What follows belongs to an exercise in optimizing a design on an open flow for small area and a short achievable clock period; a production flow would make more cautious choices.
The flow treats the clock pin as an ideal source, which a real chip does not have.
Power and IR drop assume default switching activity.

## run A
Design cpu, start of the top module:
module cpu(clock,rst,inputs,leds3,leds2,leds1,leds0,setButton,displayButton,executeButton,reset,LED4,LED9,LED0,LED8);
	input clock,rst,setButton,displayButton,executeButton,reset;
	input [7:0] inputs;
	output [1:7] leds3,leds2,leds1,leds0;
	output reg LED4,LED9,LED0;
	output LED8;
	assign LED8 = 1'b0;
	function [7:0] conv;
		input [7:0] x;
		reg [7:0] q, o;
		begin
			q = x / 8'd10;
			o = x - q * 8'd10;
			conv = {q[3:0], o[3:0]};
		end
	endfunction
	reg setButtonLast, pend;
	reg [1:0] Q;
	wire press = setButtonLast & ~setButton;
	wire consume = displayButton & pend;
	wire [1:0] Qn = consume ? Q + 2'd1 : Q;
	always @(posedge clock)
		if (rst) begin
			setButtonLast <= 1'b1;
			pend <= 1'b0;
			Q <= 2'd0;
		end else begin
			setButtonLast <= setButton;
			pend <= (pend & ~displayButton) ^ press;
			Q <= Qn;
		end
	reg [3:0] opCode;
	reg [2:0] regID1, regID2;
	reg [7:0] immValue;
	reg [7:0] immLast;    
	reg [7:0] viewLast;   
	always @(posedge clock) begin
		if (rst) begin
			opCode <= 0; regID1 <= 0; regID2 <= 0; immValue <= 0; LED0 <= 0;
		end else
			case (Q)
				2'd0: opCode <= inputs[3:0];
				2'd1: regID1 <= inputs[2:0];
				2'd2: regID2 <= inputs[2:0];
				2'd3: begin immValue <= inputs; LED0 <= (immValue == 8'd192); end
			endcase
		immLast <= immValue;
		case (Qn)
			2'd0: viewLast <= {4'd0, opCode};
			2'd1: viewLast <= {5'd0, regID1};
			2'd2: viewLast <= {5'd0, regID2};
			default: viewLast <= conv(immValue);
		endcase
	end
	reg instructionDone, wr;
	reg [3:0] slot;
	reg [17:0] mem0;
	always @(posedge clock)
		if (rst) begin
			instructionDone <= 0; wr <= 0; slot <= 0; mem0 <= 0;
		end else begin
			wr <= consume & (Q == 2'd3) & ~instructionDone;
			if (consume & (Q == 2'd3)) instructionDone <= 1'b1;
			else if (displayButton & ~pend & (Q == 2'd0)) instructionDone <= 1'b0;
			if (wr) begin
				if (slot == 4'd0) mem0 <= {opCode, regID1, regID2, immLast};
				slot <= reset ? 4'd0 : slot + 4'd1;
			end
		end
	reg [7:0] S;
	always @* begin
		case (Q == 2'd2 ? regID2 : regID1)
  ...
Size: roughly 1100 cells after synthesis, about 46 I/O pins, about 9100 um2 of cells after synthesis.
Settings: LEC_CHECK=0, ABC_AREA=1, CAP_MARGIN=20, CORE_MARGIN=2, CORE_UTILIZATION=60, CTS_BUF_LIST=sky130_fd_sc_hd__clkbuf_4 sky130_fd_sc_hd__clkbuf_8, SLEW_MARGIN=20; clock period 12.0 ns.
standard.sh (not shown) runs the stock make flow with config.mk's settings and CLKGATE_MAP_FILE= SYNTH_SCRIPT=/design/flow/synth_recipe.tcl, a recipe that flattens the netlist after the stock synthesis.
==> flow/flow/run.sh <==
#!/bin/bash
# Layout flow: the standard synthesis, its combinational logic re-mapped with a
# stronger ABC script (flip-flops kept, equivalence proven, else the standard
# netlist is used), then the standard layout with buf_2 port buffers and timing
# repair aimed at a short clock period.
set -uo pipefail
export BUFFER_PORTS_ARGS="-buffer_cell sky130_fd_sc_hd__buf_2"
export SETUP_SLACK_MARGIN=8.6
R=orfs/results/${FLOW_PLATFORM}/cpu/base
bash standard.sh synth > make_synth.log 2>&1 || exit 1
cp $R/1_2_yosys.v std_synth.v
if yosys -c flow/resyn.tcl > resyn.log 2>&1 && yosys -c flow/equiv.tcl > equiv.log 2>&1 && grep -q '^RESYN_EQUIV_OK' equiv.log; then
  cp resyn.v $R/1_2_yosys.v
  rm -f $R/1_synth.odb
  echo "using re-mapped netlist" > resyn_used.txt
else
  echo "using standard netlist" > resyn_used.txt
fi
bash standard.sh MATCH_CELL_FOOTPRINT=0 finish > make.log 2>&1
==> flow/flow/deep.abc <==
strash
&get -n
&deepsyn -T 30
&put
&get -n
&dch -f
&nf -D 1500
&put
topo
==> flow/flow/equiv.tcl <==
# Proves resyn.v equivalent to std_synth.v (same flip-flops, paired by name).
set lib $::env(FLOW_HOME)/platforms/sky130hd/lib/sky130_fd_sc_hd__tt_025C_1v80.lib
yosys read_liberty -ignore_miss_func $lib
yosys read_verilog std_synth.v
yosys rename cpu gold
yosys read_verilog resyn.v
yosys rename cpu gate
yosys hierarchy -check
yosys flatten gold gate
yosys opt_clean
yosys equiv_make gold gate equiv
yosys hierarchy -top equiv
yosys equiv_simple
yosys equiv_induct
yosys equiv_status -assert
puts "RESYN_EQUIV_OK"
==> flow/flow/resyn.tcl <==
# Re-maps the combinational logic of the standard synthesis (std_synth.v) with a
# stronger ABC script; flip-flops and tie cells are kept as they are, by name.
set lib $::env(FLOW_HOME)/platforms/sky130hd/lib/sky130_fd_sc_hd__tt_025C_1v80.lib
yosys read_liberty -ignore_miss_func $lib
yosys read_verilog std_synth.v
yosys hierarchy -top cpu
yosys setattr -mod -set keep_hierarchy 1 sky130_fd_sc_hd__dfxtp_* sky130_fd_sc_hd__edfxtp_* sky130_fd_sc_hd__conb_1
yosys flatten
yosys opt_clean
yosys opt -fast
yosys abc -script flow/deep.abc -liberty $lib -dont_use sky130_fd_sc_hd__probe_p_8 -dont_use sky130_fd_sc_hd__probec_p_8 -dont_use *lpflow*
yosys opt_clean -purge
yosys hilomap -singleton -hicell sky130_fd_sc_hd__conb_1 HI -locell sky130_fd_sc_hd__conb_1 LO
yosys splitnets
yosys opt_clean -purge
yosys insbuf -buf sky130_fd_sc_hd__buf_4 A X
yosys tee -o resyn_stat.txt stat -liberty $lib
yosys select -module cpu
yosys write_verilog -noattr -noexpr -selected resyn.v
Input changes introduced in run B (baseline for comparison: run A):
==> flow/flow/run.sh <==
#!/bin/bash
# Layout flow: the standard synthesis; its combinational logic re-mapped with a
# stronger ABC script from four random seeds, keeping the smallest netlist whose
# equivalence with the standard one is proven (flip-flops kept by name; the
# standard netlist is used if none is); then the standard layout with buf_2
# port buffers and timing repair aimed at a short clock period.
set -uo pipefail
export BUFFER_PORTS_ARGS="-buffer_cell sky130_fd_sc_hd__buf_2"
export SETUP_SLACK_MARGIN=8.6
R=orfs/results/${FLOW_PLATFORM}/cpu/base
bash standard.sh synth > make_synth.log 2>&1 || exit 1
cp $R/1_2_yosys.v std_synth.v
for s in 0 1 2 3; do
  sed "s/&deepsyn -T 30/\&deepsyn -J 100 -T 150 -S $s/" flow/deep.abc > deep_$s.abc
  RESYN_ABC=deep_$s.abc RESYN_OUT=resyn_$s.v yosys -c flow/resyn.tcl > resyn_$s.log 2>&1 &
done
wait
best=""
for s in $(for s in 0 1 2 3; do a=$(grep -m1 "Chip area for module '\\\\cpu'" resyn_$s.v.stat 2>/dev/null | awk '{print $NF}'); [ -n "$a" ] && echo "$a $s"; done | sort -g | awk '{print $2}'); do
  if RESYN_OUT=resyn_$s.v yosys -c flow/equiv.tcl > equiv_$s.log 2>&1 && grep -q '^RESYN_EQUIV_OK' equiv_$s.log; then best=$s; break; fi
done
if [ -n "$best" ]; then
  cp resyn_$best.v $R/1_2_yosys.v
  rm -f $R/1_synth.odb
  echo "using re-mapped netlist from seed $best" > resyn_used.txt
else
  echo "using standard netlist" > resyn_used.txt
fi
bash standard.sh > make.log 2>&1
-- flow/flow/equiv.tcl --
<<< run A, line 6
yosys read_verilog resyn.v
>>> run B, line 6
yosys read_verilog $::env(RESYN_OUT)
-- flow/flow/resyn.tcl --
<<< run A, line 3
>>> run B, line 3
# RESYN_ABC names the ABC script and RESYN_OUT the netlist to write.
<<< run A, line 4
>>> run B, line 5
set out $::env(RESYN_OUT)
<<< run A, line 11
yosys abc -script flow/deep.abc -liberty $lib -dont_use sky130_fd_sc_hd__probe_p_8 -dont_use sky130_fd_sc_hd__probec_p_8 -dont_use *lpflow*
>>> run B, line 13
yosys abc -script $::env(RESYN_ABC) -liberty $lib -dont_use sky130_fd_sc_hd__probe_p_8 -dont_use sky130_fd_sc_hd__probec_p_8 -dont_use *lpflow*
<<< run A, line 17
yosys tee -o resyn_stat.txt stat -liberty $lib
>>> run B, line 19
yosys tee -o $out.stat stat -liberty $lib
<<< run A, line 19
yosys write_verilog -noattr -noexpr -selected resyn.v
>>> run B, line 21
yosys write_verilog -noattr -noexpr -selected $out
Findings:
Power in the clock group (run B vs. run A) decreases by a few percent. Number of stages on the worst setup path ended up 5 higher on run B than on run A. Run A -> run B: wire length on met3 decreased by a few percent. Compared with run A, run B degrades clock period minus final worst setup slack. Power delta for run B relative to run A: 21 uW lower. Cmp run B vs run A: worst setup slack lower in run B. NOTE: arrival time of data at the critical path endpoint in run B exceeds that of run A. In the reports for run B and run A, the larger clock-buffer cell count belongs to run B. Changes observed in run B relative to run A: non-clock buffer count went up; number of standard cells after synthesis went down.
No run of this note included a check of the RTL's function; only the layout flow was run.

---

Setup of run 1:
Starting RTL as in the previous note.
Settings: LEC_CHECK=0, ABC_AREA=1, CAP_MARGIN=20, CORE_MARGIN=2, CORE_UTILIZATION=70, CTS_BUF_LIST=sky130_fd_sc_hd__clkbuf_4 sky130_fd_sc_hd__clkbuf_8, PLACE_DENSITY=0.8, SLEW_MARGIN=20; clock period 12.0 ns.
==> flow/flow/run.sh <==
#!/bin/bash
# Layout flow: the standard synthesis; its combinational logic re-mapped with a
# stronger ABC script from four random seeds, keeping the smallest netlist whose
# equivalence with the standard one is proven (flip-flops kept by name; the
# standard netlist is used if none is); then the standard layout with buf_2
# port buffers and timing repair aimed at a short clock period.
set -uo pipefail
export BUFFER_PORTS_ARGS="-buffer_cell sky130_fd_sc_hd__buf_2"
export SETUP_SLACK_MARGIN=8.6
R=orfs/results/${FLOW_PLATFORM}/cpu/base
bash standard.sh synth > make_synth.log 2>&1 || exit 1
cp $R/1_2_yosys.v std_synth.v
for s in 0 1 2 3; do
  sed "s/&deepsyn -T 30/\&deepsyn -J 100 -T 150 -S $s/" flow/deep.abc > deep_$s.abc
  RESYN_ABC=deep_$s.abc RESYN_OUT=resyn_$s.v yosys -c flow/resyn.tcl > resyn_$s.log 2>&1 &
done
wait
best=""
for s in $(for s in 0 1 2 3; do a=$(grep -m1 "Chip area for module '\\\\cpu'" resyn_$s.v.stat 2>/dev/null | awk '{print $NF}'); [ -n "$a" ] && echo "$a $s"; done | sort -g | awk '{print $2}'); do
  if RESYN_OUT=resyn_$s.v yosys -c flow/equiv.tcl > equiv_$s.log 2>&1 && grep -q '^RESYN_EQUIV_OK' equiv_$s.log; then best=$s; break; fi
done
if [ -n "$best" ]; then
  cp resyn_$best.v $R/1_2_yosys.v
  rm -f $R/1_synth.odb
  echo "using re-mapped netlist from seed $best" > resyn_used.txt
else
  echo "using standard netlist" > resyn_used.txt
fi
bash standard.sh > make.log 2>&1
==> flow/flow/equiv.tcl <==
# Proves resyn.v equivalent to std_synth.v (same flip-flops, paired by name).
set lib $::env(FLOW_HOME)/platforms/sky130hd/lib/sky130_fd_sc_hd__tt_025C_1v80.lib
yosys read_liberty -ignore_miss_func $lib
yosys read_verilog std_synth.v
yosys rename cpu gold
yosys read_verilog $::env(RESYN_OUT)
yosys rename cpu gate
yosys hierarchy -check
yosys flatten gold gate
yosys opt_clean
yosys equiv_make gold gate equiv
yosys hierarchy -top equiv
yosys equiv_simple
yosys equiv_induct
yosys equiv_status -assert
puts "RESYN_EQUIV_OK"
==> flow/flow/resyn.tcl <==
# Re-maps the combinational logic of the standard synthesis (std_synth.v) with a
# stronger ABC script; flip-flops and tie cells are kept as they are, by name.
# RESYN_ABC names the ABC script and RESYN_OUT the netlist to write.
set lib $::env(FLOW_HOME)/platforms/sky130hd/lib/sky130_fd_sc_hd__tt_025C_1v80.lib
set out $::env(RESYN_OUT)
yosys read_liberty -ignore_miss_func $lib
yosys read_verilog std_synth.v
yosys hierarchy -top cpu
yosys setattr -mod -set keep_hierarchy 1 sky130_fd_sc_hd__dfxtp_* sky130_fd_sc_hd__edfxtp_* sky130_fd_sc_hd__conb_1
yosys flatten
yosys opt_clean
yosys opt -fast
yosys abc -script $::env(RESYN_ABC) -liberty $lib -dont_use sky130_fd_sc_hd__probe_p_8 -dont_use sky130_fd_sc_hd__probec_p_8 -dont_use *lpflow*
yosys opt_clean -purge
yosys hilomap -singleton -hicell sky130_fd_sc_hd__conb_1 HI -locell sky130_fd_sc_hd__conb_1 LO
yosys splitnets
yosys opt_clean -purge
yosys insbuf -buf sky130_fd_sc_hd__buf_4 A X
yosys tee -o $out.stat stat -liberty $lib
yosys select -module cpu
yosys write_verilog -noattr -noexpr -selected $out
Scripts as last shown in full above: flow/flow/deep.abc
Run 1 ran to completion and came out clean on the timing, DRC and antenna checks.
[inputs] run 2 vs run 1
==> flow/flow/run.sh <==
#!/bin/bash
set -uo pipefail
export BUFFER_PORTS_ARGS="-buffer_cell sky130_fd_sc_hd__buf_2"
export SETUP_SLACK_MARGIN=8.6
export TNS_END_PERCENT=5
R=orfs/results/${FLOW_PLATFORM}/cpu/base
bash standard.sh synth > make_synth.log 2>&1 || exit 1
cp $R/1_2_yosys.v std_synth.v
cands=""
for sc in deep map; do
  for s in 0 1 2 3; do
    c=${sc}_$s
    sed "s/&deepsyn -T 30/\&deepsyn -J 100 -T 150 -S $s/" flow/$sc.abc > $c.abc
    (RESYN_ABC=$c.abc RESYN_OUT=resyn_$c.v yosys -c flow/resyn.tcl > resyn_$c.log 2>&1 &&
     RESYN_OUT=resyn_$c.v openroad -no_init -exit flow/sta.tcl > sta_$c.log 2>&1) &
    cands="$cands $c"
  done
  wait
done
: > candidates.txt
for c in $cands; do
  a=$(grep -m1 "Chip area for module '\\\\cpu'" resyn_$c.v.stat 2>/dev/null | awk '{print $NF}')
  w=$(grep -m1 '^RESYN_WNS' sta_$c.log 2>/dev/null | awk '{print $2}')
  [ -n "$a" ] && [ -n "$w" ] && echo "$(echo "$a * (12 - $w)" | bc -l) $a $w $c" >> candidates.txt
done
best=""
for c in $(sort -g candidates.txt | awk '{print $4}'); do
  if RESYN_OUT=resyn_$c.v yosys -c flow/equiv.tcl > equiv_$c.log 2>&1 && grep -q '^RESYN_EQUIV_OK' equiv_$c.log; then best=$c; break; fi
done
if [ -n "$best" ]; then
  cp resyn_$best.v $R/1_2_yosys.v
  rm -f $R/1_synth.odb
  echo "using re-mapped netlist $best" > resyn_used.txt
else
  echo "using standard netlist" > resyn_used.txt
fi
bash standard.sh > make.log 2>&1
==> flow/flow/map.abc (new file) <==
strash
&get -n
&deepsyn -T 30
&put
dch -f
map -D 1500
topo
diff --git a/flow/flow/resyn.tcl b/flow/flow/resyn.tcl
--- a/flow/flow/resyn.tcl
+++ b/flow/flow/resyn.tcl
@@ -10,2 +10,4 @@
 yosys flatten
+# names of flattened cell pins become internal, so flip-flops drive the output ports directly
+yosys rename -hide w:*.*
 yosys opt_clean
==> flow/flow/sta.tcl (new file) <==
set p $::env(FLOW_HOME)/platforms/sky130hd
read_lef $p/lef/sky130_fd_sc_hd.tlef
read_lef $p/lef/sky130_fd_sc_hd_merged.lef
read_liberty $p/lib/sky130_fd_sc_hd__tt_025C_1v80.lib
read_verilog $::env(RESYN_OUT)
link_design cpu
read_sdc $::env(FLOW_SDC)
puts "RESYN_WNS [worst_slack -max]"
diff --git a/flow/config.mk b/flow/config.mk
--- a/flow/config.mk
+++ b/flow/config.mk
@@ -12,3 +12,3 @@
 export CTS_BUF_LIST = sky130_fd_sc_hd__clkbuf_4 sky130_fd_sc_hd__clkbuf_8
-export PLACE_DENSITY = 0.8
+export PLACE_DENSITY = 0.7
 export SLEW_MARGIN = 20
## What came out
Count of buffers added by post-CTS timing repair for setup, run 1 and run 2: higher on run 1
Number of cells on the critical path on run 2 is down relative to run 1.
Comparing run 1 and run 2, gate count after technology mapping is higher on run 1.
Looking at worst hold slack, run 2 sits 0.025 ns above run 1.
Run 2 vs. run 1: total non-filler cell area in the finished layout shrank by 2.3%, net switching power figure shrank by 5.8%.
Vias: run 2 above run 1
Summary of the comparison: part of the power in the clock network is higher in run 2, relative to run 1.
| cell area after technology mapping | run 2 vs run 1 | better |
Actual slew at the worst max-slew pin: run 2 vs run 1 down 0.088 ns
Inputs modified between run 2 and run 3:
diff --git a/flow/flow/run.sh b/flow/flow/run.sh
--- a/flow/flow/run.sh
+++ b/flow/flow/run.sh
@@ -4,3 +4,2 @@
 export SETUP_SLACK_MARGIN=8.6
-export TNS_END_PERCENT=5
 R=orfs/results/${FLOW_PLATFORM}/cpu/base
diff --git a/flow/flow/resyn.tcl b/flow/flow/resyn.tcl
--- a/flow/flow/resyn.tcl
+++ b/flow/flow/resyn.tcl
@@ -10,4 +10,2 @@
 yosys flatten
-# names of flattened cell pins become internal, so flip-flops drive the output ports directly
-yosys rename -hide w:*.*
 yosys opt_clean
diff --git a/flow/config.mk b/flow/config.mk
--- a/flow/config.mk
+++ b/flow/config.mk
@@ -10,5 +10,4 @@
 export CORE_MARGIN = 2
-export CORE_UTILIZATION = 70
+export CORE_UTILIZATION = 60
 export CTS_BUF_LIST = sky130_fd_sc_hd__clkbuf_4 sky130_fd_sc_hd__clkbuf_8
-export PLACE_DENSITY = 0.7
 export SLEW_MARGIN = 20
==> comparison <==
Higher largest stage delay on the critical path was reported by run 2, not run 3. On run 3: post-detailed-route via-to-cell ratio is 0.25 lower than what run 2 gave. First-pass GRT wire length was lower in run 2 than in run 3.
Edits applied to the flow inputs when going from run 3 to run 4:
diff --git a/flow/flow/run.sh b/flow/flow/run.sh
--- a/flow/flow/run.sh
+++ b/flow/flow/run.sh
@@ -3,3 +3,3 @@
 export BUFFER_PORTS_ARGS="-buffer_cell sky130_fd_sc_hd__buf_2"
-export SETUP_SLACK_MARGIN=8.6
+export SETUP_SLACK_MARGIN=8.5
 R=orfs/results/${FLOW_PLATFORM}/cpu/base
diff --git a/flow/flow/resyn.tcl b/flow/flow/resyn.tcl
--- a/flow/flow/resyn.tcl
+++ b/flow/flow/resyn.tcl
@@ -10,2 +10,4 @@
 yosys flatten
+# names of flattened cell pins become internal, so flip-flops drive the output ports directly
+yosys rename -hide w:*.*
 yosys opt_clean
diff --git a/flow/config.mk b/flow/config.mk
--- a/flow/config.mk
+++ b/flow/config.mk
@@ -10,4 +10,5 @@
 export CORE_MARGIN = 2
-export CORE_UTILIZATION = 60
+export CORE_UTILIZATION = 70
 export CTS_BUF_LIST = sky130_fd_sc_hd__clkbuf_4 sky130_fd_sc_hd__clkbuf_8
+export PLACE_DENSITY = 0.8
 export SLEW_MARGIN = 20
Findings:
Run 4 vs run 3, sequential fraction of total cell area went up by 0.43 points. Re synthesized netlist cell count: run 4 is about 2.4% down on run 3. Final cell count: run 4 lower than run 3. Setup slack was higher in run 3 than in run 4. Run 4 ends up with a maximum VDD drop that is 0.039 mV lower than in run 3. Going from run 3 to run 4, die area shrank by more than 10%. Cell area after synthesis, run 3 and run 4: larger value in run 3. The higher cell area came out of run 3. The HPWL after detailed placement reported for run 4 is smaller than that of run 3 by 620 um.
No functional check of the RTL was part of any run of this note.

[re-timing with driven ports]
The results above use ideal ports. As a check the final layouts listed here were re-extracted and re-timed, cells and wires unchanged. Step 1 (the two cells are an assumption about what drives the block):
set clk [get_ports {clock}]
set_driving_cell -lib_cell sky130_fd_sc_hd__clkbuf_16 $clk
set_driving_cell -lib_cell sky130_fd_sc_hd__buf_2 [delete_from_list [all_inputs] $clk]
Step 2, shift: input delay + t, output delay - t, t = (earliest + latest rising clock arrival at the registers) / 2. This alone moves slack from input paths to output paths. Three values: ideal ports, drivers, drivers and shift; two values: the first two.
run	t (ns)	slack for setup (ns)	worst setup path after step 2
run A	0.512	8.631 / 8.598 / 8.136	input to register
run B	0.504	8.257 / 8.251 / 7.747	input to register
run 1	0.520	8.265 / 8.265 / 7.745	input to register
run 2	0.526	8.519 / 8.542 / 8.016	input to register
run 3	0.510	8.506 / 8.521 / 8.010	input to register
run 4	0.518	8.375 / 8.395 / 7.877	input to register
After both steps setup and hold are still met in every run listed. The setup slack of run 1, which loses most, moves by 0.000 ns with the drivers and by -0.520 ns with both steps.
